Background: an optimization exercise with open tools, aiming at small area. Do not read the settings as production practice. The RTL was checked by simulation tests, not by an equivalence proof against the original design.

--- flow/design.v ---
module pe_fa (
    input  logic a, b, ci,
    output logic s, co
);
    assign s  = a ^ b ^ ci;
    assign co = (a & b) | (ci & (a ^ b));
endmodule
module pe_ha (
    input  logic a, b,
    output logic s, co
);
    assign s  = a ^ b;
    assign co = a & b;
endmodule
module pe_pfx (
    input  logic [31:18] acc,
    output logic [31:18] p1, p0
);
    assign p1[18] = 1'b1;
    assign p0[18] = 1'b1;
    generate
        for (genvar i = 19; i < 32; i++) begin : gen_pfx
            assign p1[i] = p1[i-1] & acc[i-1];
            assign p0[i] = p0[i-1] & ~acc[i-1];
        end
    endgenerate
endmodule
module tensor_process_elem (
    input  logic reset
    ,input  logic load_bias
    ,input  logic [31:0] bias_in
    ,input  logic en
    ,input  logic [31:0] left_in
    ,input  logic [31:0] top_in
    ,input  logic [31:0] acc
    ,output logic [31:0] acc_d
);
    logic [31:0] a, b;
    logic [18:0] L;
    logic [31:0] nxt;
    assign a = left_in;
    assign b = top_in & {32{en}};
    wire te1, te2, te3, tp4, tp5, tp6, tp7, tp8, tp9, tp10, tp11, tp12, tp13, te14, te15, te16, tp17, tp18, tp19, tp20, tp21, tp22, tp23, tp24, tp25, tp26, te27, te28, te29, tp30, tp31, tp32, tp33, tp34, tp35, tp36, tp37, tp38, tp39, te40, te41, te42, tp43, tp44, tp45, tp46, tp47, tp48, tp49, tp50, tp51, tp52, te53, te54, te55, tp56, tp57, tp58, tp59, tp60, tp61, tp62, tp63, tp64, tp65, te66, te67, te68, tp69, tp70, tp71, tp72, tp73, tp74, tp75, tp76, tp77, tp78, te79, te80, te81, tp82, tp83, tp84, tp85, tp86, tp87, tp88, tp89, tp90, tp91, te92, te93, te94, tp95, tp96, tp97, tp98, tp99, tp100, tp101, tp102, tp103, tp104, te105, te106, te107, tp108, tp109, tp110, tp111, tp112, tp113, tp114, tp115, tp116, tp117, te118, te119, te120, tp121, tp122, tp123, tp124, tp125, tp126, tp127, tp128, tp129, tp130, te131, te132, te133, tp134, tp135, tp136, tp137, tp138, tp139, tp140, tp141, tp142, tp143, te144, te145, te146, tp147, tp148, tp149, tp150, tp151, tp152, tp153, tp154, tp155, tp156, te157, te158, te159, tp160, tp161, tp162, tp163, tp164, tp165, tp166, tp167, tp168, tp169, te170, te171, te172, tp173, tp174, tp175, tp176, tp177, tp178, tp179, tp180, tp181, tp182, te183, te184, te185, tp186, tp187, tp188, tp189, tp190, tp191, tp192, tp193, tp194, tp195, te196, te197, te198, tp199, tp200, tp201, tp202, tp203, tp204, tp205, tp206, tp207, tp208, ts209, tc210, ts211, tc212, ts213, tc214, ts215, tc216, ts217, tc218, ts219, tc220, ts221, tc222, ts223, tc224, ts225, tc226, ts227, tc228, ts229, tc230, ts231, tc232, ts233, tc234, ts235, tc236, ts237, tc238, ts239, tc240, ts241, tc242, ts243, tc244, ts245, tc246, ts247, tc248, ts249, tc250, ts251, tc252, ts253, tc254, ts255, tc256, ts257, tc258, ts259, tc260, ts261, tc262, ts263, tc264, ts265, tc266, ts267, tc268, ts269, tc270, ts271, tc272, ts273, tc274, ts275, tc276, ts277, tc278, ts279, tc280, ts281, tc282, ts283, tc284, ts285, tc286, ts287, tc288, ts289, tc290, ts291, tc292, ts293, tc294, ts295, tc296, ts297, tc298, ts299, tc300, ts301, tc302, ts303, tc304, ts305, tc306, ts307, tc308, ts309, tc310, ts311, tc312, ts313, tc314, ts315, tc316, ts317, tc318, ts319, tc320, ts321, tc322, ts323, tc324, ts325, tc326, ts327, tc328, ts329, tc330, ts331, tc332, ts333, tc334, ts335, tc336, ts337, tc338, ts339, tc340, ts341, tc342, ts343, tc344, ts345, tc346, ts347, tc348, ts349, tc350, ts351, tc352, ts353, tc354, ts355, tc356, ts357, tc358, ts359, tc360, ts361, tc362, ts363, tc364, ts365, tc366, ts367, tc368, ts369, tc370, ts371, tc372, ts373, tc374, ts375, tc376, ts377, tc378, ts379, tc380, ts381, tc382, ts383, tc384, ts385, tc386, ts387, tc388, ts389, tc390, ts391, tc392, ts393, tc394, ts395, tc396, ts397, tc398, ts399, tc400, ts401, tc402, ts403, tc404, ts405, tc406, ts407, tc408, ts409, tc410, ts411, tc412, ts413, tc414, ts415, tc416, ts417, tc418, ts419, tc420, ts421, tc422, ts423, tc424, ts425, tc426, ts427, tc428, ts429, tc430, ts431, tc432, ts433, tc434, ts435, tc436, ts437, tc438, ts439, tc440, ts441, tc442, ts443, tc444, ts445, tc446, ts447, tc448, ts449, tc450, ts451, tc452, ts453, tc454, ts455, tc456, ts457, tc458, ts459, tc460, ts461, tc462, ts463, tc464, ts465, tc466, ts467, tc468, ts469, tc470, ts471, tc472, ts473, tc474, ts475, tc476, ts477, tc478, ts479, tc480, ts481, tc482, ts483, tc484, ts485, tc486, ts487, tc488, ts489, tc490, ts491, tc492, ts493, tc494, ts495, tc496, ts497, tc498, ts499, tc500, ts501, tc502, ts503, tc504, ts505, tc506, ts507, tc508, ts509, tc510, ts511, tc512, ts513, tc514, ts515, tc516, ts517, tc518, ts519, tc520, ts521, tc522, ts523, tc524, ts525, tc526, ts527, tc528, ts529, tc530, tr531, tg532, tr533, tq534, tk535, ts536, tc537, ts538, tc539, ts540, tc541, ts542, tc543, tr544, tg545, tr546, tq547, tg548, tr549, tq550, tg551, tr552, tq553, tg554, tr555, tq556, tk557;
    assign te1 = a[0] ^ 1'b0;
    assign te2 = (a[1] & ~a[0] & ~1'b0) | (~a[1] & a[0] & 1'b0);
    assign te3 = a[1];
    assign tp4 = ((te1 & b[0]) | (te2 & 1'b0)) ^ te3;
    assign tp5 = ((te1 & b[1]) | (te2 & b[0])) ^ te3;
    assign tp6 = ((te1 & b[2]) | (te2 & b[1])) ^ te3;
    assign tp7 = ((te1 & b[3]) | (te2 & b[2])) ^ te3;
    assign tp8 = ((te1 & b[4]) | (te2 & b[3])) ^ te3;
    assign tp9 = ((te1 & b[5]) | (te2 & b[4])) ^ te3;
    assign tp10 = ((te1 & b[6]) | (te2 & b[5])) ^ te3;
    assign tp11 = ((te1 & b[7]) | (te2 & b[6])) ^ te3;
    assign tp12 = ~(((te1 & b[7]) | (te2 & b[7])) ^ te3);
    assign tp13 = te3;
    assign te14 = a[2] ^ a[1];
    assign te15 = (a[3] & ~a[2] & ~a[1]) | (~a[3] & a[2] & a[1]);
    assign te16 = a[3];
    assign tp17 = ((te14 & b[0]) | (te15 & 1'b0)) ^ te16;
    assign tp18 = ((te14 & b[1]) | (te15 & b[0])) ^ te16;
    assign tp19 = ((te14 & b[2]) | (te15 & b[1])) ^ te16;
    assign tp20 = ((te14 & b[3]) | (te15 & b[2])) ^ te16;
    assign tp21 = ((te14 & b[4]) | (te15 & b[3])) ^ te16;
    assign tp22 = ((te14 & b[5]) | (te15 & b[4])) ^ te16;
    assign tp23 = ((te14 & b[6]) | (te15 & b[5])) ^ te16;
    assign tp24 = ((te14 & b[7]) | (te15 & b[6])) ^ te16;
    assign tp25 = ~(((te14 & b[7]) | (te15 & b[7])) ^ te16);
    assign tp26 = te16;
    assign te27 = a[4] ^ a[3];
    assign te28 = (a[5] & ~a[4] & ~a[3]) | (~a[5] & a[4] & a[3]);
    assign te29 = a[5];
    assign tp30 = ((te27 & b[0]) | (te28 & 1'b0)) ^ te29;
    assign tp31 = ((te27 & b[1]) | (te28 & b[0])) ^ te29;
    assign tp32 = ((te27 & b[2]) | (te28 & b[1])) ^ te29;
    assign tp33 = ((te27 & b[3]) | (te28 & b[2])) ^ te29;
    assign tp34 = ((te27 & b[4]) | (te28 & b[3])) ^ te29;
    assign tp35 = ((te27 & b[5]) | (te28 & b[4])) ^ te29;
    assign tp36 = ((te27 & b[6]) | (te28 & b[5])) ^ te29;
    assign tp37 = ((te27 & b[7]) | (te28 & b[6])) ^ te29;
    assign tp38 = ~(((te27 & b[7]) | (te28 & b[7])) ^ te29);
    assign tp39 = te29;
    assign te40 = a[6] ^ a[5];
    assign te41 = (a[7] & ~a[6] & ~a[5]) | (~a[7] & a[6] & a[5]);
    assign te42 = a[7];
    assign tp43 = ((te40 & b[0]) | (te41 & 1'b0)) ^ te42;
    assign tp44 = ((te40 & b[1]) | (te41 & b[0])) ^ te42;
    assign tp45 = ((te40 & b[2]) | (te41 & b[1])) ^ te42;
    assign tp46 = ((te40 & b[3]) | (te41 & b[2])) ^ te42;
    assign tp47 = ((te40 & b[4]) | (te41 & b[3])) ^ te42;
    assign tp48 = ((te40 & b[5]) | (te41 & b[4])) ^ te42;
    assign tp49 = ((te40 & b[6]) | (te41 & b[5])) ^ te42;
    assign tp50 = ((te40 & b[7]) | (te41 & b[6])) ^ te42;
    assign tp51 = ~(((te40 & b[7]) | (te41 & b[7])) ^ te42);
    assign tp52 = te42;
    assign te53 = a[8] ^ 1'b0;
    assign te54 = (a[9] & ~a[8] & ~1'b0) | (~a[9] & a[8] & 1'b0);
    assign te55 = a[9];
    assign tp56 = ((te53 & b[8]) | (te54 & 1'b0)) ^ te55;
    assign tp57 = ((te53 & b[9]) | (te54 & b[8])) ^ te55;
    assign tp58 = ((te53 & b[10]) | (te54 & b[9])) ^ te55;
    assign tp59 = ((te53 & b[11]) | (te54 & b[10])) ^ te55;
    assign tp60 = ((te53 & b[12]) | (te54 & b[11])) ^ te55;
    assign tp61 = ((te53 & b[13]) | (te54 & b[12])) ^ te55;
    assign tp62 = ((te53 & b[14]) | (te54 & b[13])) ^ te55;
    assign tp63 = ((te53 & b[15]) | (te54 & b[14])) ^ te55;
    assign tp64 = ~(((te53 & b[15]) | (te54 & b[15])) ^ te55);
    assign tp65 = te55;
    assign te66 = a[10] ^ a[9];
    assign te67 = (a[11] & ~a[10] & ~a[9]) | (~a[11] & a[10] & a[9]);
    assign te68 = a[11];
    assign tp69 = ((te66 & b[8]) | (te67 & 1'b0)) ^ te68;
    assign tp70 = ((te66 & b[9]) | (te67 & b[8])) ^ te68;
    assign tp71 = ((te66 & b[10]) | (te67 & b[9])) ^ te68;
    assign tp72 = ((te66 & b[11]) | (te67 & b[10])) ^ te68;
    assign tp73 = ((te66 & b[12]) | (te67 & b[11])) ^ te68;
    assign tp74 = ((te66 & b[13]) | (te67 & b[12])) ^ te68;
    assign tp75 = ((te66 & b[14]) | (te67 & b[13])) ^ te68;
    assign tp76 = ((te66 & b[15]) | (te67 & b[14])) ^ te68;
    assign tp77 = ~(((te66 & b[15]) | (te67 & b[15])) ^ te68);
    assign tp78 = te68;
    assign te79 = a[12] ^ a[11];
    assign te80 = (a[13] & ~a[12] & ~a[11]) | (~a[13] & a[12] & a[11]);
    assign te81 = a[13];
    assign tp82 = ((te79 & b[8]) | (te80 & 1'b0)) ^ te81;
    assign tp83 = ((te79 & b[9]) | (te80 & b[8])) ^ te81;
    assign tp84 = ((te79 & b[10]) | (te80 & b[9])) ^ te81;
    assign tp85 = ((te79 & b[11]) | (te80 & b[10])) ^ te81;
    assign tp86 = ((te79 & b[12]) | (te80 & b[11])) ^ te81;
    assign tp87 = ((te79 & b[13]) | (te80 & b[12])) ^ te81;
    assign tp88 = ((te79 & b[14]) | (te80 & b[13])) ^ te81;
    assign tp89 = ((te79 & b[15]) | (te80 & b[14])) ^ te81;
    assign tp90 = ~(((te79 & b[15]) | (te80 & b[15])) ^ te81);
    assign tp91 = te81;
    assign te92 = a[14] ^ a[13];
    assign te93 = (a[15] & ~a[14] & ~a[13]) | (~a[15] & a[14] & a[13]);
    assign te94 = a[15];
    assign tp95 = ((te92 & b[8]) | (te93 & 1'b0)) ^ te94;
    assign tp96 = ((te92 & b[9]) | (te93 & b[8])) ^ te94;
    assign tp97 = ((te92 & b[10]) | (te93 & b[9])) ^ te94;
    assign tp98 = ((te92 & b[11]) | (te93 & b[10])) ^ te94;
    assign tp99 = ((te92 & b[12]) | (te93 & b[11])) ^ te94;
    assign tp100 = ((te92 & b[13]) | (te93 & b[12])) ^ te94;
    assign tp101 = ((te92 & b[14]) | (te93 & b[13])) ^ te94;
    assign tp102 = ((te92 & b[15]) | (te93 & b[14])) ^ te94;
    assign tp103 = ~(((te92 & b[15]) | (te93 & b[15])) ^ te94);
    assign tp104 = te94;
    assign te105 = a[16] ^ 1'b0;
    assign te106 = (a[17] & ~a[16] & ~1'b0) | (~a[17] & a[16] & 1'b0);
    assign te107 = a[17];
    assign tp108 = ((te105 & b[16]) | (te106 & 1'b0)) ^ te107;
    assign tp109 = ((te105 & b[17]) | (te106 & b[16])) ^ te107;
    assign tp110 = ((te105 & b[18]) | (te106 & b[17])) ^ te107;
    assign tp111 = ((te105 & b[19]) | (te106 & b[18])) ^ te107;
    assign tp112 = ((te105 & b[20]) | (te106 & b[19])) ^ te107;
    assign tp113 = ((te105 & b[21]) | (te106 & b[20])) ^ te107;
    assign tp114 = ((te105 & b[22]) | (te106 & b[21])) ^ te107;
    assign tp115 = ((te105 & b[23]) | (te106 & b[22])) ^ te107;
    assign tp116 = ~(((te105 & b[23]) | (te106 & b[23])) ^ te107);
    assign tp117 = te107;
    assign te118 = a[18] ^ a[17];
    assign te119 = (a[19] & ~a[18] & ~a[17]) | (~a[19] & a[18] & a[17]);
    assign te120 = a[19];
    assign tp121 = ((te118 & b[16]) | (te119 & 1'b0)) ^ te120;
    assign tp122 = ((te118 & b[17]) | (te119 & b[16])) ^ te120;
    assign tp123 = ((te118 & b[18]) | (te119 & b[17])) ^ te120;
    assign tp124 = ((te118 & b[19]) | (te119 & b[18])) ^ te120;
    assign tp125 = ((te118 & b[20]) | (te119 & b[19])) ^ te120;
    assign tp126 = ((te118 & b[21]) | (te119 & b[20])) ^ te120;
    assign tp127 = ((te118 & b[22]) | (te119 & b[21])) ^ te120;
    assign tp128 = ((te118 & b[23]) | (te119 & b[22])) ^ te120;
    assign tp129 = ~(((te118 & b[23]) | (te119 & b[23])) ^ te120);
    assign tp130 = te120;
    assign te131 = a[20] ^ a[19];
    assign te132 = (a[21] & ~a[20] & ~a[19]) | (~a[21] & a[20] & a[19]);
    assign te133 = a[21];
    assign tp134 = ((te131 & b[16]) | (te132 & 1'b0)) ^ te133;
    assign tp135 = ((te131 & b[17]) | (te132 & b[16])) ^ te133;
    assign tp136 = ((te131 & b[18]) | (te132 & b[17])) ^ te133;
    assign tp137 = ((te131 & b[19]) | (te132 & b[18])) ^ te133;
    assign tp138 = ((te131 & b[20]) | (te132 & b[19])) ^ te133;
    assign tp139 = ((te131 & b[21]) | (te132 & b[20])) ^ te133;
    assign tp140 = ((te131 & b[22]) | (te132 & b[21])) ^ te133;
    assign tp141 = ((te131 & b[23]) | (te132 & b[22])) ^ te133;
    assign tp142 = ~(((te131 & b[23]) | (te132 & b[23])) ^ te133);
    assign tp143 = te133;
    assign te144 = a[22] ^ a[21];
    assign te145 = (a[23] & ~a[22] & ~a[21]) | (~a[23] & a[22] & a[21]);
    assign te146 = a[23];
    assign tp147 = ((te144 & b[16]) | (te145 & 1'b0)) ^ te146;
    assign tp148 = ((te144 & b[17]) | (te145 & b[16])) ^ te146;
    assign tp149 = ((te144 & b[18]) | (te145 & b[17])) ^ te146;
    assign tp150 = ((te144 & b[19]) | (te145 & b[18])) ^ te146;
    assign tp151 = ((te144 & b[20]) | (te145 & b[19])) ^ te146;
    assign tp152 = ((te144 & b[21]) | (te145 & b[20])) ^ te146;
    assign tp153 = ((te144 & b[22]) | (te145 & b[21])) ^ te146;
    assign tp154 = ((te144 & b[23]) | (te145 & b[22])) ^ te146;
    assign tp155 = ~(((te144 & b[23]) | (te145 & b[23])) ^ te146);
    assign tp156 = te146;
    assign te157 = a[24] ^ 1'b0;
    assign te158 = (a[25] & ~a[24] & ~1'b0) | (~a[25] & a[24] & 1'b0);
    assign te159 = a[25];
    assign tp160 = ((te157 & b[24]) | (te158 & 1'b0)) ^ te159;
    assign tp161 = ((te157 & b[25]) | (te158 & b[24])) ^ te159;
    assign tp162 = ((te157 & b[26]) | (te158 & b[25])) ^ te159;
    assign tp163 = ((te157 & b[27]) | (te158 & b[26])) ^ te159;
    assign tp164 = ((te157 & b[28]) | (te158 & b[27])) ^ te159;
    assign tp165 = ((te157 & b[29]) | (te158 & b[28])) ^ te159;
    assign tp166 = ((te157 & b[30]) | (te158 & b[29])) ^ te159;
    assign tp167 = ((te157 & b[31]) | (te158 & b[30])) ^ te159;
    assign tp168 = ~(((te157 & b[31]) | (te158 & b[31])) ^ te159);
    assign tp169 = te159;
    assign te170 = a[26] ^ a[25];
    assign te171 = (a[27] & ~a[26] & ~a[25]) | (~a[27] & a[26] & a[25]);
    assign te172 = a[27];
    assign tp173 = ((te170 & b[24]) | (te171 & 1'b0)) ^ te172;
    assign tp174 = ((te170 & b[25]) | (te171 & b[24])) ^ te172;
    assign tp175 = ((te170 & b[26]) | (te171 & b[25])) ^ te172;
    assign tp176 = ((te170 & b[27]) | (te171 & b[26])) ^ te172;
    assign tp177 = ((te170 & b[28]) | (te171 & b[27])) ^ te172;
    assign tp178 = ((te170 & b[29]) | (te171 & b[28])) ^ te172;
    assign tp179 = ((te170 & b[30]) | (te171 & b[29])) ^ te172;
    assign tp180 = ((te170 & b[31]) | (te171 & b[30])) ^ te172;
    assign tp181 = ~(((te170 & b[31]) | (te171 & b[31])) ^ te172);
    assign tp182 = te172;
    assign te183 = a[28] ^ a[27];
    assign te184 = (a[29] & ~a[28] & ~a[27]) | (~a[29] & a[28] & a[27]);
    assign te185 = a[29];
    assign tp186 = ((te183 & b[24]) | (te184 & 1'b0)) ^ te185;
    assign tp187 = ((te183 & b[25]) | (te184 & b[24])) ^ te185;
    assign tp188 = ((te183 & b[26]) | (te184 & b[25])) ^ te185;
    assign tp189 = ((te183 & b[27]) | (te184 & b[26])) ^ te185;
    assign tp190 = ((te183 & b[28]) | (te184 & b[27])) ^ te185;
    assign tp191 = ((te183 & b[29]) | (te184 & b[28])) ^ te185;
    assign tp192 = ((te183 & b[30]) | (te184 & b[29])) ^ te185;
    assign tp193 = ((te183 & b[31]) | (te184 & b[30])) ^ te185;
    assign tp194 = ~(((te183 & b[31]) | (te184 & b[31])) ^ te185);
    assign tp195 = te185;
    assign te196 = a[30] ^ a[29];
    assign te197 = (a[31] & ~a[30] & ~a[29]) | (~a[31] & a[30] & a[29]);
    assign te198 = a[31];
    assign tp199 = ((te196 & b[24]) | (te197 & 1'b0)) ^ te198;
    assign tp200 = ((te196 & b[25]) | (te197 & b[24])) ^ te198;
    assign tp201 = ((te196 & b[26]) | (te197 & b[25])) ^ te198;
    assign tp202 = ((te196 & b[27]) | (te197 & b[26])) ^ te198;
    assign tp203 = ((te196 & b[28]) | (te197 & b[27])) ^ te198;
    assign tp204 = ((te196 & b[29]) | (te197 & b[28])) ^ te198;
    assign tp205 = ((te196 & b[30]) | (te197 & b[29])) ^ te198;
    assign tp206 = ((te196 & b[31]) | (te197 & b[30])) ^ te198;
    assign tp207 = ~(((te196 & b[31]) | (te197 & b[31])) ^ te198);
    assign tp208 = te198;
    pe_fa uts209 (.a(acc[0]), .b(tp13), .ci(tp65), .s(ts209), .co(tc210));
    pe_fa uts211 (.a(tp117), .b(tp169), .ci(tp4), .s(ts211), .co(tc212));
    pe_fa uts213 (.a(tp56), .b(tp108), .ci(tp160), .s(ts213), .co(tc214));
    pe_fa uts215 (.a(ts209), .b(ts211), .ci(ts213), .s(ts215), .co(tc216));
    pe_fa uts217 (.a(acc[1]), .b(tp5), .ci(tp57), .s(ts217), .co(tc218));
    pe_fa uts219 (.a(tp109), .b(tp161), .ci(tc210), .s(ts219), .co(tc220));
    pe_fa uts221 (.a(tc212), .b(tc214), .ci(ts217), .s(ts221), .co(tc222));
    pe_fa uts223 (.a(ts219), .b(tc216), .ci(ts221), .s(ts223), .co(tc224));
    pe_fa uts225 (.a(acc[2]), .b(tp26), .ci(tp78), .s(ts225), .co(tc226));
    pe_fa uts227 (.a(tp130), .b(tp182), .ci(tp6), .s(ts227), .co(tc228));
    pe_fa uts229 (.a(tp17), .b(tp58), .ci(tp69), .s(ts229), .co(tc230));
    pe_fa uts231 (.a(tp110), .b(tp121), .ci(tp162), .s(ts231), .co(tc232));
    pe_fa uts233 (.a(tp173), .b(ts225), .ci(tc218), .s(ts233), .co(tc234));
    pe_fa uts235 (.a(tc220), .b(ts227), .ci(ts229), .s(ts235), .co(tc236));
    pe_fa uts237 (.a(ts231), .b(tc222), .ci(ts233), .s(ts237), .co(tc238));
    pe_fa uts239 (.a(ts235), .b(tc224), .ci(ts237), .s(ts239), .co(tc240));
    pe_fa uts241 (.a(acc[3]), .b(tp7), .ci(tp18), .s(ts241), .co(tc242));
    pe_fa uts243 (.a(tp59), .b(tp70), .ci(tp111), .s(ts243), .co(tc244));
    pe_fa uts245 (.a(tp122), .b(tp163), .ci(tp174), .s(ts245), .co(tc246));
    pe_fa uts247 (.a(tc226), .b(tc228), .ci(tc230), .s(ts247), .co(tc248));
    pe_fa uts249 (.a(tc232), .b(ts241), .ci(ts243), .s(ts249), .co(tc250));
    pe_fa uts251 (.a(ts245), .b(tc234), .ci(tc236), .s(ts251), .co(tc252));
    pe_fa uts253 (.a(ts247), .b(ts249), .ci(tc238), .s(ts253), .co(tc254));
    pe_fa uts255 (.a(ts251), .b(tc240), .ci(ts253), .s(ts255), .co(tc256));
    pe_fa uts257 (.a(acc[4]), .b(tp39), .ci(tp91), .s(ts257), .co(tc258));
    pe_fa uts259 (.a(tp143), .b(tp195), .ci(tp8), .s(ts259), .co(tc260));
    pe_fa uts261 (.a(tp19), .b(tp30), .ci(tp60), .s(ts261), .co(tc262));
    pe_fa uts263 (.a(tp71), .b(tp82), .ci(tp112), .s(ts263), .co(tc264));
    pe_fa uts265 (.a(tp123), .b(tp134), .ci(tp164), .s(ts265), .co(tc266));
    pe_fa uts267 (.a(tp175), .b(tp186), .ci(ts257), .s(ts267), .co(tc268));
    pe_fa uts269 (.a(tc242), .b(tc244), .ci(tc246), .s(ts269), .co(tc270));
    pe_fa uts271 (.a(ts259), .b(ts261), .ci(ts263), .s(ts271), .co(tc272));
    pe_fa uts273 (.a(ts265), .b(ts267), .ci(tc248), .s(ts273), .co(tc274));
    pe_fa uts275 (.a(tc250), .b(ts269), .ci(ts271), .s(ts275), .co(tc276));
    pe_fa uts277 (.a(tc252), .b(ts273), .ci(ts275), .s(ts277), .co(tc278));
    pe_fa uts279 (.a(tc254), .b(ts277), .ci(tc256), .s(ts279), .co(tc280));
    pe_fa uts281 (.a(acc[5]), .b(tp9), .ci(tp20), .s(ts281), .co(tc282));
    pe_fa uts283 (.a(tp31), .b(tp61), .ci(tp72), .s(ts283), .co(tc284));
    pe_fa uts285 (.a(tp83), .b(tp113), .ci(tp124), .s(ts285), .co(tc286));
    pe_fa uts287 (.a(tp135), .b(tp165), .ci(tp176), .s(ts287), .co(tc288));
    pe_fa uts289 (.a(tp187), .b(tc258), .ci(tc260), .s(ts289), .co(tc290));
    pe_fa uts291 (.a(tc262), .b(tc264), .ci(tc266), .s(ts291), .co(tc292));
    pe_fa uts293 (.a(tc268), .b(ts281), .ci(ts283), .s(ts293), .co(tc294));
    pe_fa uts295 (.a(ts285), .b(ts287), .ci(ts289), .s(ts295), .co(tc296));
    pe_fa uts297 (.a(tc270), .b(tc272), .ci(ts291), .s(ts297), .co(tc298));
    pe_fa uts299 (.a(ts293), .b(tc274), .ci(ts295), .s(ts299), .co(tc300));
    pe_fa uts301 (.a(tc276), .b(ts297), .ci(ts299), .s(ts301), .co(tc302));
    pe_fa uts303 (.a(tc278), .b(ts301), .ci(tc280), .s(ts303), .co(tc304));
    pe_fa uts305 (.a(acc[6]), .b(tp52), .ci(tp104), .s(ts305), .co(tc306));
    pe_fa uts307 (.a(tp156), .b(tp208), .ci(tp10), .s(ts307), .co(tc308));
    pe_fa uts309 (.a(tp21), .b(tp32), .ci(tp43), .s(ts309), .co(tc310));
    pe_fa uts311 (.a(tp62), .b(tp73), .ci(tp84), .s(ts311), .co(tc312));
    pe_fa uts313 (.a(tp95), .b(tp114), .ci(tp125), .s(ts313), .co(tc314));
    pe_fa uts315 (.a(tp136), .b(tp147), .ci(tp166), .s(ts315), .co(tc316));
    pe_fa uts317 (.a(tp177), .b(tp188), .ci(tp199), .s(ts317), .co(tc318));
    pe_fa uts319 (.a(ts305), .b(tc282), .ci(tc284), .s(ts319), .co(tc320));
    pe_fa uts321 (.a(tc286), .b(tc288), .ci(ts307), .s(ts321), .co(tc322));
    pe_fa uts323 (.a(ts309), .b(ts311), .ci(ts313), .s(ts323), .co(tc324));
    pe_fa uts325 (.a(ts315), .b(ts317), .ci(tc290), .s(ts325), .co(tc326));
    pe_fa uts327 (.a(tc292), .b(tc294), .ci(ts319), .s(ts327), .co(tc328));
    pe_fa uts329 (.a(ts321), .b(ts323), .ci(tc296), .s(ts329), .co(tc330));
    pe_fa uts331 (.a(ts325), .b(tc298), .ci(ts327), .s(ts331), .co(tc332));
    pe_fa uts333 (.a(tc300), .b(ts329), .ci(ts331), .s(ts333), .co(tc334));
    pe_fa uts335 (.a(tc302), .b(ts333), .ci(tc304), .s(ts335), .co(tc336));
    pe_fa uts337 (.a(acc[7]), .b(tp11), .ci(tp22), .s(ts337), .co(tc338));
    pe_fa uts339 (.a(tp33), .b(tp44), .ci(tp63), .s(ts339), .co(tc340));
    pe_fa uts341 (.a(tp74), .b(tp85), .ci(tp96), .s(ts341), .co(tc342));
    pe_fa uts343 (.a(tp115), .b(tp126), .ci(tp137), .s(ts343), .co(tc344));
    pe_fa uts345 (.a(tp148), .b(tp167), .ci(tp178), .s(ts345), .co(tc346));
    pe_fa uts347 (.a(tp189), .b(tp200), .ci(tc306), .s(ts347), .co(tc348));
    pe_fa uts349 (.a(tc308), .b(tc310), .ci(tc312), .s(ts349), .co(tc350));
    pe_fa uts351 (.a(tc314), .b(tc316), .ci(tc318), .s(ts351), .co(tc352));
    pe_fa uts353 (.a(ts337), .b(ts339), .ci(ts341), .s(ts353), .co(tc354));
    pe_fa uts355 (.a(ts343), .b(ts345), .ci(ts347), .s(ts355), .co(tc356));
    pe_fa uts357 (.a(tc320), .b(tc322), .ci(tc324), .s(ts357), .co(tc358));
    pe_fa uts359 (.a(ts349), .b(ts351), .ci(ts353), .s(ts359), .co(tc360));
    pe_fa uts361 (.a(ts355), .b(tc326), .ci(tc328), .s(ts361), .co(tc362));
    pe_fa uts363 (.a(ts357), .b(ts359), .ci(tc330), .s(ts363), .co(tc364));
    pe_fa uts365 (.a(tc332), .b(ts361), .ci(ts363), .s(ts365), .co(tc366));
    pe_fa uts367 (.a(tc334), .b(ts365), .ci(tc336), .s(ts367), .co(tc368));
    pe_fa uts369 (.a(acc[8]), .b(tp12), .ci(tp23), .s(ts369), .co(tc370));
    pe_fa uts371 (.a(tp34), .b(tp45), .ci(tp64), .s(ts371), .co(tc372));
    pe_fa uts373 (.a(tp75), .b(tp86), .ci(tp97), .s(ts373), .co(tc374));
    pe_fa uts375 (.a(tp116), .b(tp127), .ci(tp138), .s(ts375), .co(tc376));
    pe_fa uts377 (.a(tp149), .b(tp168), .ci(tp179), .s(ts377), .co(tc378));
    pe_fa uts379 (.a(tp190), .b(tp201), .ci(tc338), .s(ts379), .co(tc380));
    pe_fa uts381 (.a(tc340), .b(tc342), .ci(tc344), .s(ts381), .co(tc382));
    pe_fa uts383 (.a(tc346), .b(tc348), .ci(ts369), .s(ts383), .co(tc384));
    pe_fa uts385 (.a(ts371), .b(ts373), .ci(ts375), .s(ts385), .co(tc386));
    pe_fa uts387 (.a(ts377), .b(tc350), .ci(tc352), .s(ts387), .co(tc388));
    pe_fa uts389 (.a(ts379), .b(tc354), .ci(tc356), .s(ts389), .co(tc390));
    pe_fa uts391 (.a(ts381), .b(ts383), .ci(ts385), .s(ts391), .co(tc392));
    pe_fa uts393 (.a(tc358), .b(ts387), .ci(tc360), .s(ts393), .co(tc394));
    pe_fa uts395 (.a(ts389), .b(ts391), .ci(tc362), .s(ts395), .co(tc396));
    pe_fa uts397 (.a(ts393), .b(tc364), .ci(ts395), .s(ts397), .co(tc398));
    pe_fa uts399 (.a(tc366), .b(ts397), .ci(tc368), .s(ts399), .co(tc400));
    pe_fa uts401 (.a(acc[9]), .b(tp24), .ci(tp35), .s(ts401), .co(tc402));
    pe_fa uts403 (.a(tp46), .b(tp76), .ci(tp87), .s(ts403), .co(tc404));
    pe_fa uts405 (.a(tp98), .b(tp128), .ci(tp139), .s(ts405), .co(tc406));
    pe_fa uts407 (.a(tp150), .b(tp180), .ci(tp191), .s(ts407), .co(tc408));
    pe_fa uts409 (.a(tp202), .b(tc370), .ci(tc372), .s(ts409), .co(tc410));
    pe_fa uts411 (.a(tc374), .b(tc376), .ci(tc378), .s(ts411), .co(tc412));
    pe_fa uts413 (.a(ts401), .b(ts403), .ci(ts405), .s(ts413), .co(tc414));
    pe_fa uts415 (.a(ts407), .b(tc380), .ci(tc382), .s(ts415), .co(tc416));
    pe_fa uts417 (.a(tc384), .b(tc386), .ci(ts409), .s(ts417), .co(tc418));
    pe_fa uts419 (.a(ts411), .b(ts413), .ci(tc388), .s(ts419), .co(tc420));
    pe_fa uts421 (.a(ts415), .b(tc390), .ci(tc392), .s(ts421), .co(tc422));
    pe_fa uts423 (.a(ts417), .b(ts419), .ci(tc394), .s(ts423), .co(tc424));
    pe_fa uts425 (.a(ts421), .b(tc396), .ci(ts423), .s(ts425), .co(tc426));
    pe_fa uts427 (.a(tc398), .b(ts425), .ci(tc400), .s(ts427), .co(tc428));
    pe_fa uts429 (.a(acc[10]), .b(tp25), .ci(tp36), .s(ts429), .co(tc430));
    pe_fa uts431 (.a(tp47), .b(tp77), .ci(tp88), .s(ts431), .co(tc432));
    pe_fa uts433 (.a(tp99), .b(tp129), .ci(tp140), .s(ts433), .co(tc434));
    pe_fa uts435 (.a(tp151), .b(tp181), .ci(tp192), .s(ts435), .co(tc436));
    pe_fa uts437 (.a(tp203), .b(tc402), .ci(tc404), .s(ts437), .co(tc438));
    pe_fa uts439 (.a(tc406), .b(tc408), .ci(ts429), .s(ts439), .co(tc440));
    pe_fa uts441 (.a(ts431), .b(ts433), .ci(ts435), .s(ts441), .co(tc442));
    pe_fa uts443 (.a(tc410), .b(tc412), .ci(tc414), .s(ts443), .co(tc444));
    pe_fa uts445 (.a(ts437), .b(ts439), .ci(ts441), .s(ts445), .co(tc446));
    pe_fa uts447 (.a(tc416), .b(tc418), .ci(ts443), .s(ts447), .co(tc448));
    pe_fa uts449 (.a(ts445), .b(tc420), .ci(tc422), .s(ts449), .co(tc450));
    pe_fa uts451 (.a(ts447), .b(tc424), .ci(ts449), .s(ts451), .co(tc452));
    assign ts453 = ~(tc426 ^ ts451);
    assign tc454 = tc426 | ts451;
    pe_fa uts455 (.a(acc[11]), .b(tp37), .ci(tp48), .s(ts455), .co(tc456));
    pe_fa uts457 (.a(tp89), .b(tp100), .ci(tp141), .s(ts457), .co(tc458));
    pe_fa uts459 (.a(tp152), .b(tp193), .ci(tp204), .s(ts459), .co(tc460));
    pe_fa uts461 (.a(tc430), .b(tc432), .ci(tc434), .s(ts461), .co(tc462));
    pe_fa uts463 (.a(tc436), .b(ts455), .ci(ts457), .s(ts463), .co(tc464));
    pe_fa uts465 (.a(ts459), .b(tc438), .ci(tc440), .s(ts465), .co(tc466));
    pe_fa uts467 (.a(tc442), .b(ts461), .ci(ts463), .s(ts467), .co(tc468));
    pe_fa uts469 (.a(tc444), .b(ts465), .ci(tc446), .s(ts469), .co(tc470));
    pe_fa uts471 (.a(ts467), .b(tc448), .ci(ts469), .s(ts471), .co(tc472));
    pe_fa uts473 (.a(tc450), .b(ts471), .ci(tc452), .s(ts473), .co(tc474));
    assign ts475 = ~(tc454 ^ ts473);
    assign tc476 = tc454 | ts473;
    pe_fa uts477 (.a(acc[12]), .b(tp38), .ci(tp49), .s(ts477), .co(tc478));
    pe_fa uts479 (.a(tp90), .b(tp101), .ci(tp142), .s(ts479), .co(tc480));
    pe_fa uts481 (.a(tp153), .b(tp194), .ci(tp205), .s(ts481), .co(tc482));
    pe_fa uts483 (.a(tc456), .b(tc458), .ci(tc460), .s(ts483), .co(tc484));
    pe_fa uts485 (.a(ts477), .b(ts479), .ci(ts481), .s(ts485), .co(tc486));
    pe_fa uts487 (.a(tc462), .b(tc464), .ci(ts483), .s(ts487), .co(tc488));
    pe_fa uts489 (.a(ts485), .b(tc466), .ci(tc468), .s(ts489), .co(tc490));
    pe_fa uts491 (.a(ts487), .b(tc470), .ci(ts489), .s(ts491), .co(tc492));
    pe_fa uts493 (.a(tc472), .b(ts491), .ci(tc474), .s(ts493), .co(tc494));
    pe_fa uts495 (.a(acc[13]), .b(tp50), .ci(tp102), .s(ts495), .co(tc496));
    pe_fa uts497 (.a(tp154), .b(tp206), .ci(tc478), .s(ts497), .co(tc498));
    pe_fa uts499 (.a(tc480), .b(tc482), .ci(ts495), .s(ts499), .co(tc500));
    pe_fa uts501 (.a(tc484), .b(ts497), .ci(tc486), .s(ts501), .co(tc502));
    pe_fa uts503 (.a(ts499), .b(tc488), .ci(ts501), .s(ts503), .co(tc504));
    pe_fa uts505 (.a(tc490), .b(ts503), .ci(tc492), .s(ts505), .co(tc506));
    assign ts507 = ~(ts505 ^ tc494);
    assign tc508 = ts505 | tc494;
    pe_fa uts509 (.a(acc[14]), .b(tp51), .ci(tp103), .s(ts509), .co(tc510));
    pe_fa uts511 (.a(tp155), .b(tp207), .ci(tc496), .s(ts511), .co(tc512));
    pe_fa uts513 (.a(ts509), .b(tc498), .ci(tc500), .s(ts513), .co(tc514));
    pe_fa uts515 (.a(ts511), .b(tc502), .ci(ts513), .s(ts515), .co(tc516));
    pe_fa uts517 (.a(tc504), .b(ts515), .ci(tc506), .s(ts517), .co(tc518));
    pe_fa uts519 (.a(acc[15]), .b(tc510), .ci(tc512), .s(ts519), .co(tc520));
    pe_fa uts521 (.a(tc514), .b(ts519), .ci(tc516), .s(ts521), .co(tc522));
    assign ts523 = ~(ts521 ^ tc518);
    assign tc524 = ts521 | tc518;
    pe_fa uts525 (.a(acc[16]), .b(tc520), .ci(tc522), .s(ts525), .co(tc526));
    pe_ha uts527 (.a(ts453), .b(tc428), .s(ts527), .co(tc528));
    pe_ha uts529 (.a(tc476), .b(ts493), .s(ts529), .co(tc530));
    assign tr531 = ts475 ^ tc528;
    assign tg532 = tc528 & ts475;
    assign tr533 = ts529 ^ tg532;
    assign tq534 = ts475 & ts529;
    assign tk535 = tc530 | (tc528 & tq534);
    pe_ha uts536 (.a(ts517), .b(tc508), .s(ts536), .co(tc537));
    pe_ha uts538 (.a(ts523), .b(tc537), .s(ts538), .co(tc539));
    pe_fa uts540 (.a(ts525), .b(tc524), .ci(tc539), .s(ts540), .co(tc541));
    pe_fa uts542 (.a(acc[17]), .b(tc526), .ci(tc541), .s(ts542), .co(tc543));
    assign tr544 = ts507 ^ tk535;
    assign tg545 = tk535 & ts507;
    assign tr546 = ts536 ^ tg545;
    assign tq547 = ts507 & ts536;
    assign tg548 = tk535 & tq547;
    assign tr549 = ts538 ^ tg548;
    assign tq550 = tq547 & ts538;
    assign tg551 = tk535 & tq550;
    assign tr552 = ts540 ^ tg551;
    assign tq553 = tq550 & ts540;
    assign tg554 = tk535 & tq553;
    assign tr555 = ts542 ^ tg554;
    assign tq556 = tq553 & ts542;
    assign tk557 = tc543 | (tk535 & tq556);
    assign L[0] = ts215;
    assign L[1] = ts223;
    assign L[2] = ts239;
    assign L[3] = ts255;
    assign L[4] = ts279;
    assign L[5] = ts303;
    assign L[6] = ts335;
    assign L[7] = ts367;
    assign L[8] = ts399;
    assign L[9] = ts427;
    assign L[10] = ts527;
    assign L[11] = tr531;
    assign L[12] = tr533;
    assign L[13] = tr544;
    assign L[14] = tr546;
    assign L[15] = tr549;
    assign L[16] = tr552;
    assign L[17] = tr555;
    assign L[18] = tk557;
    logic inc, dec;
    logic [31:18] p1, p0;
    pe_pfx u_pfx (.acc(acc[31:18]), .p1(p1), .p0(p0));
    assign inc = L[18] & L[17];
    assign dec = ~L[18] & ~L[17];
    assign nxt[16:0] = L[16:0];
    assign nxt[17] = ~L[17];
    assign nxt[31:18] = acc[31:18] ^ (({14{inc}} & p1) | ({14{dec}} & p0));
    assign acc_d = reset ? 32'd0 : load_bias ? bias_in : nxt;
endmodule
module systolic_tensor_array (
    input   logic    clk              
    ,input  logic    reset            
    ,input  logic    stall            
    ,input  logic [31:0]  A0          
    ,input  logic [31:0]  A1          
    ,input  logic [31:0]  A2          
    ,input  logic [31:0]  A3          
    ,input  logic [31:0]  B0          
    ,input  logic [31:0]  B1          
    ,input  logic [31:0]  B2          
    ,input  logic [31:0]  B3          
    ,input  logic [3:0]   load_bias0  
    ,input  logic [3:0]   load_bias1  
    ,input  logic [3:0]   load_bias2  
    ,input  logic [3:0]   load_bias3  
    ,input  logic [127:0] bias0       
    ,input  logic [127:0] bias1       
    ,input  logic [127:0] bias2       
    ,input  logic [127:0] bias3       
    ,output logic [127:0] C0          
    ,output logic [127:0] C1          
    ,output logic [127:0] C2          
    ,output logic [127:0] C3          
    ,output logic   sta_idle          
);
    localparam int N = 4;
    logic [N-1:0][N-1:0][31:0] A_data;
    logic [N-1:0][N-1:0][31:0] B_data;
    logic [N-1:0][N-1:0]       A_nz;      
    logic [N-1:0][N-1:0]       B_nz;      
    logic [N-1:0][N-1:0][31:0] pe_outputs;
    logic [N-1:0][N-1:0]       lb_all;
    logic [N-1:0][N-1:0][31:0] bias_all;
    assign lb_all[0] = load_bias0;  assign bias_all[0] = bias0;
    assign lb_all[1] = load_bias1;  assign bias_all[1] = bias1;
    assign lb_all[2] = load_bias2;  assign bias_all[2] = bias2;
    assign lb_all[3] = load_bias3;  assign bias_all[3] = bias3;
    assign A_data[0][0] = A0;  assign B_data[0][0] = B0;
    assign A_data[1][0] = A1;  assign B_data[0][1] = B1;
    assign A_data[2][0] = A2;  assign B_data[0][2] = B2;
    assign A_data[3][0] = A3;  assign B_data[0][3] = B3;
    generate
        for (genvar i = 0; i < N; i++) begin : gen_edge
            assign A_nz[i][0] = |A_data[i][0];
            assign B_nz[0][i] = |B_data[0][i];
        end
        for (genvar row = 0; row < N; row++) begin : gen_rows
            for (genvar col = 0; col < N; col++) begin : gen_cols
                if (col != 0) begin : gen_a_data
                    logic [31:0] a_q;
                    logic        a_nz;
                    always_ff @(posedge clk) begin
                        if (!stall)
                            a_q <= A_data[row][col-1];
                    end
                    always_ff @(posedge clk) begin
                        if (reset)
                            a_nz <= 1'b0;
                        else if (!stall)
                            a_nz <= A_nz[row][col-1];
                    end
                    assign A_data[row][col] = a_q;
                    assign A_nz[row][col]   = a_nz;
                end
                if (row != 0) begin : gen_b_data
                    logic [31:0] b_q;
                    logic        b_nz;
                    always_ff @(posedge clk) begin
                        if (!stall)
                            b_q <= B_data[row-1][col];
                    end
                    always_ff @(posedge clk) begin
                        if (reset)
                            b_nz <= 1'b0;
                        else if (!stall)
                            b_nz <= B_nz[row-1][col];
                    end
                    assign B_data[row][col] = b_q;
                    assign B_nz[row][col]   = b_nz;
                end
                logic en;
                if (row == 0 && col == 0) begin : gen_en00
                    assign en = !stall;
                end else if (row == 0) begin : gen_en0c
                    assign en = !stall && A_nz[row][col];
                end else if (col == 0) begin : gen_enr0
                    assign en = !stall && B_nz[row][col];
                end else begin : gen_enrc
                    assign en = !stall && A_nz[row][col] && B_nz[row][col];
                end
                logic [31:0] acc_q, acc_d;
                tensor_process_elem pe (
                    .reset(reset)
                    ,.load_bias(lb_all[row][col])
                    ,.bias_in(bias_all[row][col])
                    ,.en(en)
                    ,.left_in(A_data[row][col])
                    ,.top_in(B_data[row][col])
                    ,.acc(acc_q)
                    ,.acc_d(acc_d)
                );
                always_ff @(posedge clk) begin
                    acc_q <= acc_d;
                end
                assign pe_outputs[row][col] = acc_q;
            end
        end
    endgenerate
    assign C0 = pe_outputs[0];
    assign C1 = pe_outputs[1];
    assign C2 = pe_outputs[2];
    assign C3 = pe_outputs[3];
    assign sta_idle = !(|A_nz || |B_nz || |lb_all);
endmodule
--- flow/flow/run.sh ---
#!/bin/bash
# Standard ORFS layout, with the port buffers made from the smallest buffer cell.
set -euo pipefail
export BUFFER_PORTS_ARGS="-buffer_cell sky130_fd_sc_hd__buf_1"
bash standard.sh > standard_flow.log 2>&1
--- flow/standard.sh ---
#!/bin/bash
# synth_recipe.tcl (not shown) runs the flow's synth.tcl, then flattens the netlist and writes it again
# the make line also repeats each setting of config.mk as NAME=value (left out here)
make -C /OpenROAD-flow-scripts/flow DESIGN_CONFIG=/design/flow/config.mk WORK_HOME=/design/flow/orfs CLKGATE_MAP_FILE= SYNTH_SCRIPT=/design/flow/synth_recipe.tcl "${@:-finish}"
--- flow/config.mk ---
export PLATFORM = sky130hd
export DESIGN_NAME = systolic_tensor_array
export DESIGN_NICKNAME = systolic_tensor_array
export VERILOG_FILES = /design/flow/design.v
export SDC_FILE = /design/flow/constraint.sdc
export NUM_CORES = 4
export LEC_CHECK = 0
export ABC_AREA = 1
export CAP_MARGIN = 20
export CORE_MARGIN = 2
export CORE_UTILIZATION = 55
export SLEW_MARGIN = 20
export SYNTH_HIERARCHICAL = 1
--- flow/constraint.sdc ---
create_clock -name core_clock -period 12.0 [get_ports {clk}]
set_input_delay 2.4000 -clock core_clock [delete_from_list [all_inputs] [get_ports {clk}]]
set_output_delay 2.4000 -clock core_clock [all_outputs]
set_load 0.01 [all_outputs]
==> results of run 1 <==
metrics by stage:
| stage | cells | hold slack [ns] | worst slack [ns] |
|---|---|---|---|
| 2_1_floorplan | 16271 | 0.4268 | 0.3801 |
| 3_3_place_gp | 20835 | 0.4335 | 1.014 |
| 3_5_place_dp | 20835 | 0.4347 | 0.9645 |
| 4_1_cts | 21130 | 0.4479 | 1.864 |
| 5_1_grt | 21147 | 0.4581 | 1.305 |
| 6_report | 21160 | 0.4512 | 1.750 |
worst max path at each step:
stage,start,endpoint,slack (ns),cells after the start
2_1_floorplan,stall,gen_rows[0].gen_cols[0].acc_q[25],0.38,33
3_3_place_gp,stall,gen_rows[2].gen_cols[3].acc_q[20],1.01,30
3_5_place_dp,stall,gen_rows[2].gen_cols[3].acc_q[31],0.96,30
4_1_cts,stall,gen_rows[2].gen_cols[3].acc_q[20],1.86,30
5_1_grt,stall,gen_rows[2].gen_cols[3].acc_q[19],1.31,30
6_report,stall,gen_rows[2].gen_cols[3].acc_q[20],1.75,30
placed cells by master, fill, tap and decap left out, types with 5 or more instances in the layout:
cell,synthesis,final
bufinv_16,0,14
nor2_4,64,64
nor2_1,1558,1548
nor3_1,53,48
nand3_2,64,64
a21boi_0,64,64
nand2_4,32,32
clkinv_1,0,19
diode_2,0,30
clkbuf_1,65,24
edfxtp_1,768,768
a21oi_1,628,628
nor3_2,0,5
nor3_4,16,16
nand2_2,176,176
buf_12,16,5
dfxtp_1,536,536
fa_1,2512,2512
o21ai_0,208,208
clkinvlp_4,0,6
buf_1,160,1295
clkinv_4,0,7
inv_1,1573,1570
ha_1,160,160
inv_2,33,35
buf_4,65,136
nor2_2,67,77
xor2_1,2032,2032
clkinv_2,0,25
o22ai_1,1728,1728
nand2_1,2280,2280
nand4_1,180,180
nand3_1,580,580
clkbuf_8,64,13
a211oi_1,192,192
inv_6,0,8
nand4_2,128,128
conb_1,16,32
clkbuf_16,0,169
state kept, by name, indices dropped and copies added, names as in the netlist:
signal                             flops
gen_rows.gen_cols.gen_b_data.b_q     384
gen_rows.gen_cols.acc_q              512
gen_rows.gen_cols.gen_b_data.b_nz     12
gen_rows.gen_cols.gen_a_data.a_q     384
gen_rows.gen_cols.gen_a_data.a_nz     12
cell type report:
cell class,count,area (sq um),share of cell area [%]
clock buffer,206,4498,2.693
sequential,1304,33790,20.23
tap,3724,4659,2.789
multi-input combinational,12761,111000,66.47
inverter,1606,6036,3.613
antenna,30,75.07,0.04494
timing repair buffer,1440,6005,3.594
clock inverter,89,942.2,0.5640
per-layer routing:
metal	wire length, um	global-route usage [%]
met5	221	0
met4	41400	23.84
met3	55660	9.326
met2	254500	60.27
met1	211600	50.00
synth_stat cells, types with 65 or more instances:
| library cell | n | area (sq um) |
|---|---|---|
| a211oi_1 | 192 | 1441 |
| a21oi_1 | 628 | 3143 |
| buf_1 | 160 | 600.6 |
| buf_2 | 117 | 585.6 |
| buf_4 | 65 | 488.0 |
| buf_6 | 97 | 1092 |
| clkbuf_1 | 65 | 244.0 |
| dfxtp_1 | 536 | 10730 |
| edfxtp_1 | 768 | 23060 |
| fa_1 | 2512 | 50290 |
| ha_1 | 160 | 2002 |
| inv_1 | 1573 | 5904 |
| nand2_1 | 2280 | 8558 |
| nand2_2 | 176 | 1101 |
| nand3_1 | 580 | 2903 |
| nand4_1 | 180 | 1126 |
| nand4_2 | 128 | 1602 |
| nor2_1 | 1558 | 5848 |
| nor2_2 | 67 | 419.2 |
| o21ai_0 | 208 | 1041 |
| o22ai_1 | 1728 | 10810 |
| xor2_1 | 2032 | 17800 |
cell families (layout without fill, tap and decap cells):
family,Yosys count,after routing,share of synthesized area (%)
AND/OR/NAND/NOR,5201,5201,15.36
buffers and inverters,2206,3341,6.693
other,16,62,0.03873
flip-flops,1304,1304,21.79
AO/OA/AOI/OAI,2824,2824,10.92
XOR/XNOR,2032,2032,11.48
adder cells (fa/ha/maj),2672,2672,33.72
per-module statistics from Yosys (local to each module, per instance):
module                 times used  cell area, sq um  cells inside  flops+latches
tensor_process_elem            16              3996           699              0
pe_ha                          64             12.51             1              0
systolic_tensor_array           1             35230          1647           1304
pe_pfx                         16             301.5            53              0
pe_fa                        2512             20.02             1              0
worst max-delay path, delay by kind of cell:
kind | cells | cell delay [ns]
and+or+nand+nor | 12 | 1.87
adders and majority gates | 12 | 4.95
buffers and inverters | 4 | 1.19
AOI/OAI and AO/OA | 1 | 0.31
xor gates and xnor gates | 1 | 0.25
==> key figures, run 1 <==
Finish
  – Core Util, Final: 59.69%
  – Layout net count: 20734
  – Cell area after layout: 167100 sq um
  – Share of layout cells above drive strength 1: 5.728%
  – Layout area overhead: 7.716%
  – Fillcell total: 25092

Die
  – # rows: 194
  – Die X-Extent: 535.0 um
  – Die height: 535.0 um
  – Core ar.: 279900 sq um
  – Die area: 286200 sq um
  – Initial Util: 55.41%
  – Ports: 1300

Critical path
  – Crit end category: register
  – Crit Path Max Fanout: 51
  – Reg-to-reg startpoint: gen_rows[1].gen_cols[2].gen_a_data.a_q[11]
  – Reg2reg path depth: 25
  – CP Launch Type: input port
  – CP required: 12.76 ns
  – Crit path DAT: 11.01 ns
  – Most used cell, CP: fa_1
  – Worst r2r dst: gen_rows[1].gen_cols[2].acc_q[31]
  – Critical path class: input port to register
  – Slowest-stage cell, CP: fa_1
  – Crit-path max cell delay: 0.49 ns

Synth
  – Mapped Cells: 16255
  – Post-synthesis sequential area ratio: 21.79%
  – Main synth FF type: edfxtp_1
  – Post-Syn Area: 155100 sq um
  – YS warnings: 7
  – Synthesized area per cell: 9.541 sq um
  – Post-synth EDFFs: 768
  – Flop and latch count out of synthesis: 1304
  – Synth cell types: 36
  – Asr flop ratio synth: 0%

Clocking
  – Post-CTS Hold Fix Bufs: 0
  – CTS sink count: 1304
  – Worst-path clk slew: 0.06 ns
  – Post-CTS setup buffer count: 0
  – Clock Latency Late Sink: 0.89 ns
  – Post_cts resized: 0
  – Root Buffer: clkbuf_16
  – Num CTS Buffers: 162
  – CTS Buffer Depth: 4
  – # H-tree levels: 4
  – CTS tree: built

Timing
  – Hold Vio Cnt, Final: 0
  – Fin crit share: 85.41%
  – Final Skew: 0.03976 ns
  – Post-layout minimum cycle time: 10.25 ns
  – # setup viols final: 0
  – Slew @ Worst Pin: 1.281 ns
  – Rel. slew slack: 14.62%
  – Fin Setup TNS: 0 ns
  – Unrepaired setup endpoints after global routing: false
  – Max-slew violation count: 0
  – Max frequency: 0.09756 GHz

Job
  – Max-cap check violation count: 0

GRT
  – Initial antenna violation count: 57
  – Total congestion overflow: 0
  – First-pass GRT wire length: 821000 um
  – GRT Total Usage: 39.07%
  – Pin count of the biggest net entering global routing: 189
  – Vias in the first global route: 124171

Placement
  – Post-DP Area: 161500 sq um
  – Number of I/O port buffers: 1299
  – Post-DP HPWL: 469100 um
  – Placer Congestion: 1.056

Route
  – Vias/cell: 5.952
  – Wire length per cell: 26.62 um
  – Initial DRC count: 13371
  – Routed Antenna Nets: 0
  – WL final: 563400 um
  – Iteration count of the initial detailed-routing pass: 8
  – DR vias: 125936
  – # DRC: 0

Worst hold path
  – Hold_sp: gen_rows[2].gen_cols[0].gen_b_data.b_q[22]
  – Hold path cells: 0
  – Hold endpoint: gen_rows[3].gen_cols[0].gen_b_data.b_q[22]
  – Min-Delay Path Class: register to register

Status
  – Outcome: timing/DRC/antenna clean
==> inputs of run 2 (changes only) <==
==> flow/run.sh (new file) <==
#!/bin/bash
# synth_recipe.tcl (not shown) runs the flow's synth.tcl, then flattens the netlist and writes it again
# the make line also repeats each setting of config.mk as NAME=value (left out here)
make -C /OpenROAD-flow-scripts/flow DESIGN_CONFIG=/design/flow/config.mk WORK_HOME=/design/flow/orfs CLKGATE_MAP_FILE= SYNTH_SCRIPT=/design/flow/synth_recipe.tcl finish
removed: flow/flow/run.sh
removed: flow/standard.sh
==> run 2 against run 1 <==
  * Still clean on timing, DRC and antenna
  * Fmax is 0.93% higher
  * Register-to-register slack better by 0.10 ns
  * Utilization is 3.0 points higher
  * Area after synthesis stayed put
  * Clock skew is 0.0052 ns higher
  * Via count is 1.3% higher
  * Die area stayed put
  * Critical path depth stayed put
  * Critical endpoint is now gen_rows[1].gen_cols[3].acc_q[20]
==> key figures, run 2 <==
GRT
  – First-pass GRT wire length: 831300 um
  – Total congestion overflow: 0
  – GRT Total Usage: 39.51%
  – Vias in the first global route: 125837
  – Pin count of the biggest net entering global routing: 172
  – Initial antenna violation count: 85

Critical path
  – Slowest-stage cell, CP: fa_1
  – Crit end category: register
  – WP depth: 30
  – Top delay family on crit path: adder cells
  – CP Launch Type: input port
  – Reg-to-reg startpoint: gen_rows[1].gen_cols[2].gen_a_data.a_q[9]
  – Setup crit end: gen_rows[1].gen_cols[3].acc_q[20]
  – Critical path class: input port to register
  – CP required: 12.77 ns
  – Crit path DAT: 10.92 ns
  – Crit Path Max Fanout: 71
  – Crit-path max cell delay: 0.50 ns
  – Crit path launch: stall
  – Reg2reg path depth: 25
  – Buffers plus inverters on the worst setup path: 4
  – Most used cell, CP: fa_1
  – Worst r2r dst: gen_rows[1].gen_cols[2].acc_q[19]

Timing
  – Final Skew: 0.04495 ns
  – Post-layout minimum cycle time: 10.16 ns
  – Fin crit share: 84.63%
  – Max-slew violation count: 0
  – Hold Vio Cnt, Final: 0
  – # setup viols final: 0
  – Unrepaired setup endpoints after global routing: false
  – Fin Setup TNS: 0 ns
  – Setup ws final: 1.845 ns
  – Rel. slew slack: 24.34%
  – Slew @ Worst Pin: 1.126 ns
  – Max frequency: 0.09847 GHz

Route
  – Routed Antenna Nets: 0
  – # DRC: 0
  – WL final: 569800 um
  – Wire length per cell: 26.90 um
  – Vias/cell: 6.020
  – Initial DRC count: 13596
  – Iteration count of the initial detailed-routing pass: 9
  – DR vias: 127524

Die
  – Die area: 286200 sq um
  – Ports: 1300
  – Die X-Extent: 535.0 um
  – Initial Util: 55.41%
  – # rows: 194
  – Die height: 535.0 um
  – Core ar.: 279900 sq um

Placement
  – Number of I/O port buffers: 1299
  – Post-DP HPWL: 472600 um
  – Pre-CTS setup slack: 1.080 ns
  – Post-DP Area: 169600 sq um
  – Placer Congestion: 1.038

Synth
  – Flop and latch count out of synthesis: 1304
  – Top cells by area, synth: fa_1 (32%), edfxtp_1 (15%), xor2_1 (11%), o22ai_1 (7.0%), dfxtp_1 (6.9%)
  – Synthesized area per cell: 9.541 sq um
  – Synth cell types: 36
  – Post-Syn Area: 155100 sq um
  – Mapped Cells: 16255
  – Share of the synthesized area in the top cell type: 32.43%
  – Post-synth top area cell: fa_1
  – Post-synth EDFFs: 768
  – Most frequent cell after synthesis: fa_1
  – Main synth FF type: edfxtp_1
  – Post-synthesis sequential area ratio: 21.79%
  – YS warnings: 7
  – Asr flop ratio synth: 0%
  – Post-synth top cells: fa_1 (2512), nand2_1 (2280), xor2_1 (2032)

Worst hold path
  – Hold_sp: gen_rows[2].gen_cols[0].gen_b_data.b_q[16]
  – Min-Delay Path Class: register to register

Clocking
  – CTS tree: built
  – Root Buffer: clkbuf_16
  – Clock Latency Late Sink: 0.91 ns
  – CTS sink count: 1304
  – # H-tree levels: 4
  – CTS Buffer Depth: 4
  – Num CTS Buffers: 164
  – Post_cts resized: 0
  – Worst-path clk slew: 0.06 ns
  – Post-CTS setup buffer count: 0
  – Post-CTS Hold Fix Bufs: 0

Finish
  – Commonest non-fill, non-tap cell in the layout: fa_1
  – Cell area after layout: 175300 sq um
  – Reg with most FFs: gen_rows.gen_cols.acc_q
  – Layout net count: 20735
  – Core Util, Final: 62.65%
  – Layout area overhead: 13.06%
  – Share of layout cells above drive strength 1: 5.796%
  – Leading registers by flop count: gen_rows.gen_cols.acc_q x512, gen_rows.gen_cols.gen_a_data.a_q x384, gen_rows.gen_cols.gen_b_data.b_q x384
  – Max reg flops: 512
  – Commonest non-fill, non-tap cells in the layout: fa_1 (2512), nand2_1 (2280), xor2_1 (2032), o22ai_1 (1728), inv_1 (1570)

Status
  – Outcome: timing/DRC/antenna clean

Job
  – Max-cap check violation count: 0
[run 2: cell counts after synthesis]
No cell type changed its count.
[run 2: through the flow]
stage,hold WS [ns],instances
final,0.4564,21182
after global routing,0.4610,21161
after CTS,0.4562,21134
after detailed placement,0.4442,20834
after global placement,0.4406,20834
after floorplan,0.4268,16271
[run 2: Yosys stat by module, one instance, submodules excluded]
module / cells inside / times used / cell area, sq um
pe_fa: 1 / 2512 / 20.02
pe_ha: 1 / 64 / 12.51
pe_pfx: 53 / 16 / 301.5
systolic_tensor_array: 1647 / 1 / 35230
tensor_process_elem: 699 / 16 / 3996
[run 2: worst min path at each step]
stage / slack, ns / depth (start not counted) / endpoint
final: 0.46 / 0 / gen_rows[3].gen_cols[0].gen_b_data.b_q[16]
after global routing: 0.46 / 0 / gen_rows[2].gen_cols[1].gen_b_data.b_q[17]
after CTS: 0.46 / 0 / gen_rows[2].gen_cols[0].gen_b_data.b_q[30]
after detailed placement: 0.44 / 0 / gen_rows[2].gen_cols[0].gen_b_data.b_q[30]
after global placement: 0.44 / 0 / gen_rows[2].gen_cols[0].gen_b_data.b_q[30]
after floorplan: 0.43 / 0 / gen_rows[2].gen_cols[0].gen_b_data.b_q[0]
[run 2: layout make-up]
cell class | count | area (sq um)
Multi-Input combinational cell | 12761 | 111000
Fill cell | 23863 | 104500
Sequential cell | 1304 | 33790
Timing Repair Buffer | 1439 | 14100
Inverter | 1606 | 6036
Tap cell | 3724 | 4659
Clock buffer | 204 | 4457
Clock inverter | 96 | 1135
Antenna cell | 48 | 120.1
[run 2: per-layer routing]
layer,vias up,global-route usage (%),share of wire [%]
met5,-,0,0.046
met4,42,24.06,7.3
met3,1471,9.543,10
met2,7037,61.04,45
met1,62741,50.42,37
li1,56233,-,-
[run 2: cells by family (layout without fill, tap and decap cells)]
kind of cell / count (synthesis) / after routing / share of synthesized area [%]
buf+inv: 2206 / 3345 / 6.693
xor+xnor: 2032 / 2032 / 11.48
compound gates: 2824 / 2824 / 10.92
flops: 1304 / 1304 / 21.79
simple gates: 5201 / 5201 / 15.36
fa+ha+maj: 2672 / 2672 / 33.72
other cells: 16 / 80 / 0.03873
==> inputs of run 3 (changes only) <==
==> flow/flow/run.sh (new file) <==
#!/bin/bash
# Standard ORFS layout (the standard.sh), with two changes:
#  - the port buffers are made from the smallest buffer cell (buf_1);
#  - clock tree synthesis uses clkbuf_8 and inserts no dummy loads.
set -euo pipefail
export BUFFER_PORTS_ARGS="-buffer_cell sky130_fd_sc_hd__buf_1"
export CTS_ARGS="-sink_clustering_enable -repair_clock_nets -dont_use_dummy_load -buf_list sky130_fd_sc_hd__clkbuf_8"
bash standard.sh > standard_flow.log 2>&1
==> flow/standard.sh (new file) <==
#!/bin/bash
# synth_recipe.tcl (not shown) runs the flow's synth.tcl, then flattens the netlist and writes it again
# the make line also repeats each setting of config.mk as NAME=value (left out here)
make -C /OpenROAD-flow-scripts/flow DESIGN_CONFIG=/design/flow/config.mk WORK_HOME=/design/flow/orfs CLKGATE_MAP_FILE= SYNTH_SCRIPT=/design/flow/synth_recipe.tcl "${@:-finish}"
--- a/flow/config.mk
+++ b/flow/config.mk
@@ -9,5 +9,5 @@
 export CAP_MARGIN = 20
 export CORE_MARGIN = 2
-export CORE_UTILIZATION = 55
+export CORE_UTILIZATION = 65
 export SLEW_MARGIN = 20
 export SYNTH_HIERARCHICAL = 1
removed: flow/run.sh
==> run 3 against run 2 <==
  * Hold slack worse by 0.021 ns
  * Non-clock buffer count decreased by 5
  * Critical path depth unchanged
  * Sequential share of layout area up 1.3 points
  * Design area decreased by 6.5%
  * First-iteration DRC count rose by 17%
  * Utilization is 6.4 points higher
  * Register-to-register slack worse by 0.18 ns
  * Setup slack worse by 0.20 ns
  * Die area is 15% lower
  * Still clean
==> key figures, run 3 <==
Clocking
  – # H-tree levels: 4
  – CTS tree: built
  – Post-CTS setup buffer count: 0
  – CTS sink count: 1304
  – Clock Latency Late Sink: 1.04 ns
  – CTS Buffer Depth: 3

Synth
  – Share of the synthesized area in the top cell type: 32.43%
  – Post-synth top area cell: fa_1
  – Synth Area in Adders: 33.72%
  – Main synth FF type: edfxtp_1
  – Mapped Cells: 16255
  – Post-synthesis sequential area ratio: 21.79%
  – Top cells by area, synth: fa_1 (32%), edfxtp_1 (15%), xor2_1 (11%), o22ai_1 (7.0%), dfxtp_1 (6.9%)
  – Most frequent cell after synthesis: fa_1
  – Synth cell types: 36
  – Flop and latch count out of synthesis: 1304
  – Multiplexer share of the synthesized area: 0%
  – Simple-Gate Fraction of Synth Area: 15.36%
  – Synthesized area per cell: 9.541 sq um

Finish
  – Fillcell total: 18934
  – Layout area overhead: 5.752%
  – Layout net count: 20794
  – Share of layout cells above drive strength 1: 5.585%
  – Leading registers by flop count: gen_rows.gen_cols.acc_q x512, gen_rows.gen_cols.gen_a_data.a_q x384, gen_rows.gen_cols.gen_b_data.b_q x384

GRT
  – Initial antenna violation count: 56
  – Pin count of the biggest net entering global routing: 153
  – GRT Total Usage: 45.27%

Route
  – Initial DRC count: 15961
  – Routed Antenna Nets: 0
  – # DRC: 0

Timing
  – Max-slew violation count: 0
  – Slew @ Worst Pin: 1.183 ns

Die
  – Die height: 492.5 um
  – Die area: 242500 sq um
  – Ports: 1300
  – Core ar.: 237600 sq um

Critical path
  – CP required: 12.85 ns
  – Crit path DAT: 11.21 ns
  – Crit-path max cell delay: 0.49 ns
  – Reg2reg path depth: 25
  – Crit end category: register
  – CP Launch Type: input port
  – Crit Path Max Fanout: 56

Status
  – Outcome: timing/DRC/antenna clean
## run 3: cell counts after synthesis
Identical to the previous run, type by type.
## run 3: cell type report
type / instances / area (sq um) / share of cell area, %
repair buffers: 1434 / 5936 / 3.619
inverters: 1606 / 6036 / 3.680
multi-input cells: 12761 / 111000 / 67.71
diodes: 39 / 97.59 / 0.05951
well taps: 3167 / 3963 / 2.416
flip-flops and latches: 1304 / 33790 / 20.60
clock buffers: 228 / 3138 / 1.913
## run 3: per-layer routing
metal	wire length, um	share of wire, %	vias up	global-route usage [%]
li1	-	-	56183	-
met1	194200	35	63064	56.70
met2	244100	44	8631	67.90
met5	197	0.036	-	0.1761
met4	50000	9.0	30	32.21
met3	65420	12	1948	12.76
## run 3: path summary, 6_finish.rpt
path / endpoint / start / slack [ns]
setup / recovery: gen_rows[1].gen_cols[3].acc_q[20] / stall / 1.64
hold / removal: gen_rows[3].gen_cols[0].gen_b_data.b_q[25] / gen_rows[2].gen_cols[0].gen_b_data.b_q[25] / 0.43
setup reg to reg: gen_rows[2].gen_cols[1].acc_q[19] / gen_rows[2].gen_cols[1].gen_a_data.a_q[13] / 3.17
hold reg to reg: gen_rows[3].gen_cols[0].gen_b_data.b_q[25] / gen_rows[2].gen_cols[0].gen_b_data.b_q[25] / 0.43
## run 3: worst max-delay path, delay by kind of cell
kind                     cells  cell delay [ns]
AO/OA/AOI/OAI                1             0.33
XOR/XNOR                     1             0.27
adder cells (fa/ha/maj)     12             4.93
buffers and inverters        4             1.33
AND/OR/NAND/NOR             12             1.89
## run 3: cell families after synthesis
logic type / Yosys count
DFF: 1304
AOI/OAI and AO/OA: 2824
buffers and inverters: 2206
adders and majority gates: 2672
xor gates and xnor gates: 2032
and+or+nand+nor: 5201
other: 16
## run 3: per-stage QoR
stage,utilization [%],area (sq um),hold WS [ns],cells,setup slack [ns]
finish,69.02,164000,0.4350,20539,1.644
global placement,67.66,160800,0.4537,20272,0.8974
floorplan,-,155200,0.4268,16271,0.3801
detailed placement,67.66,160800,0.4582,20272,0.8727
global route,69.00,164000,0.4512,20518,1.316
CTS,68.98,163900,0.4426,20500,1.885
## run 3: per-module statistics from Yosys, one instance, submodules excluded
module	flops+latches	times used	cells
tensor_process_elem	0	16	699
pe_ha	0	64	1
pe_pfx	0	16	53
systolic_tensor_array	1304	1	1647
pe_fa	0	2512	1

==> re-timing with driven ports <==
The flow's constraints put no driver on any port. The routed layouts listed below were extracted and timed again, unchanged, in two steps.
Step 1 sets driving cells, clkbuf_16 on the clock port and buf_2 on the other inputs (assumed; they add their load-dependent delay and slew).
Step 2 adds t to the input delays and takes it off the output delays; t is the mean of the earliest and latest rising clock arrival at the registers after step 1. Input paths then give back, and output paths get back, about the clock's delay inside the block.
Slacks: ideal / step 1 / step 2; pairs: ideal / step 1.
| run | t, ns | setup WS [ns] | worst setup path at the end | latest minus earliest clock arrival (ns) | slew at the worst register clock pin (ns) |
|---|---|---|---|---|---|
| run 1 | 0.992 | 1.750 / 1.745 / 0.753 | input to register | 0.054 / 0.054 | 0.07 / 0.07 |
| run 2 | 0.985 | 1.845 / 1.825 / 0.840 | input to register | 0.064 / 0.064 | 0.08 / 0.08 |
| run 3 | 1.063 | 1.644 / 1.728 / 0.665 | input to register | 0.167 / 0.168 | 0.07 / 0.07 |
After both steps every run listed still meets setup and hold. For run 2, which loses most, drivers alone change the setup slack by -0.020 ns; drivers and shift together by -1.005 ns.
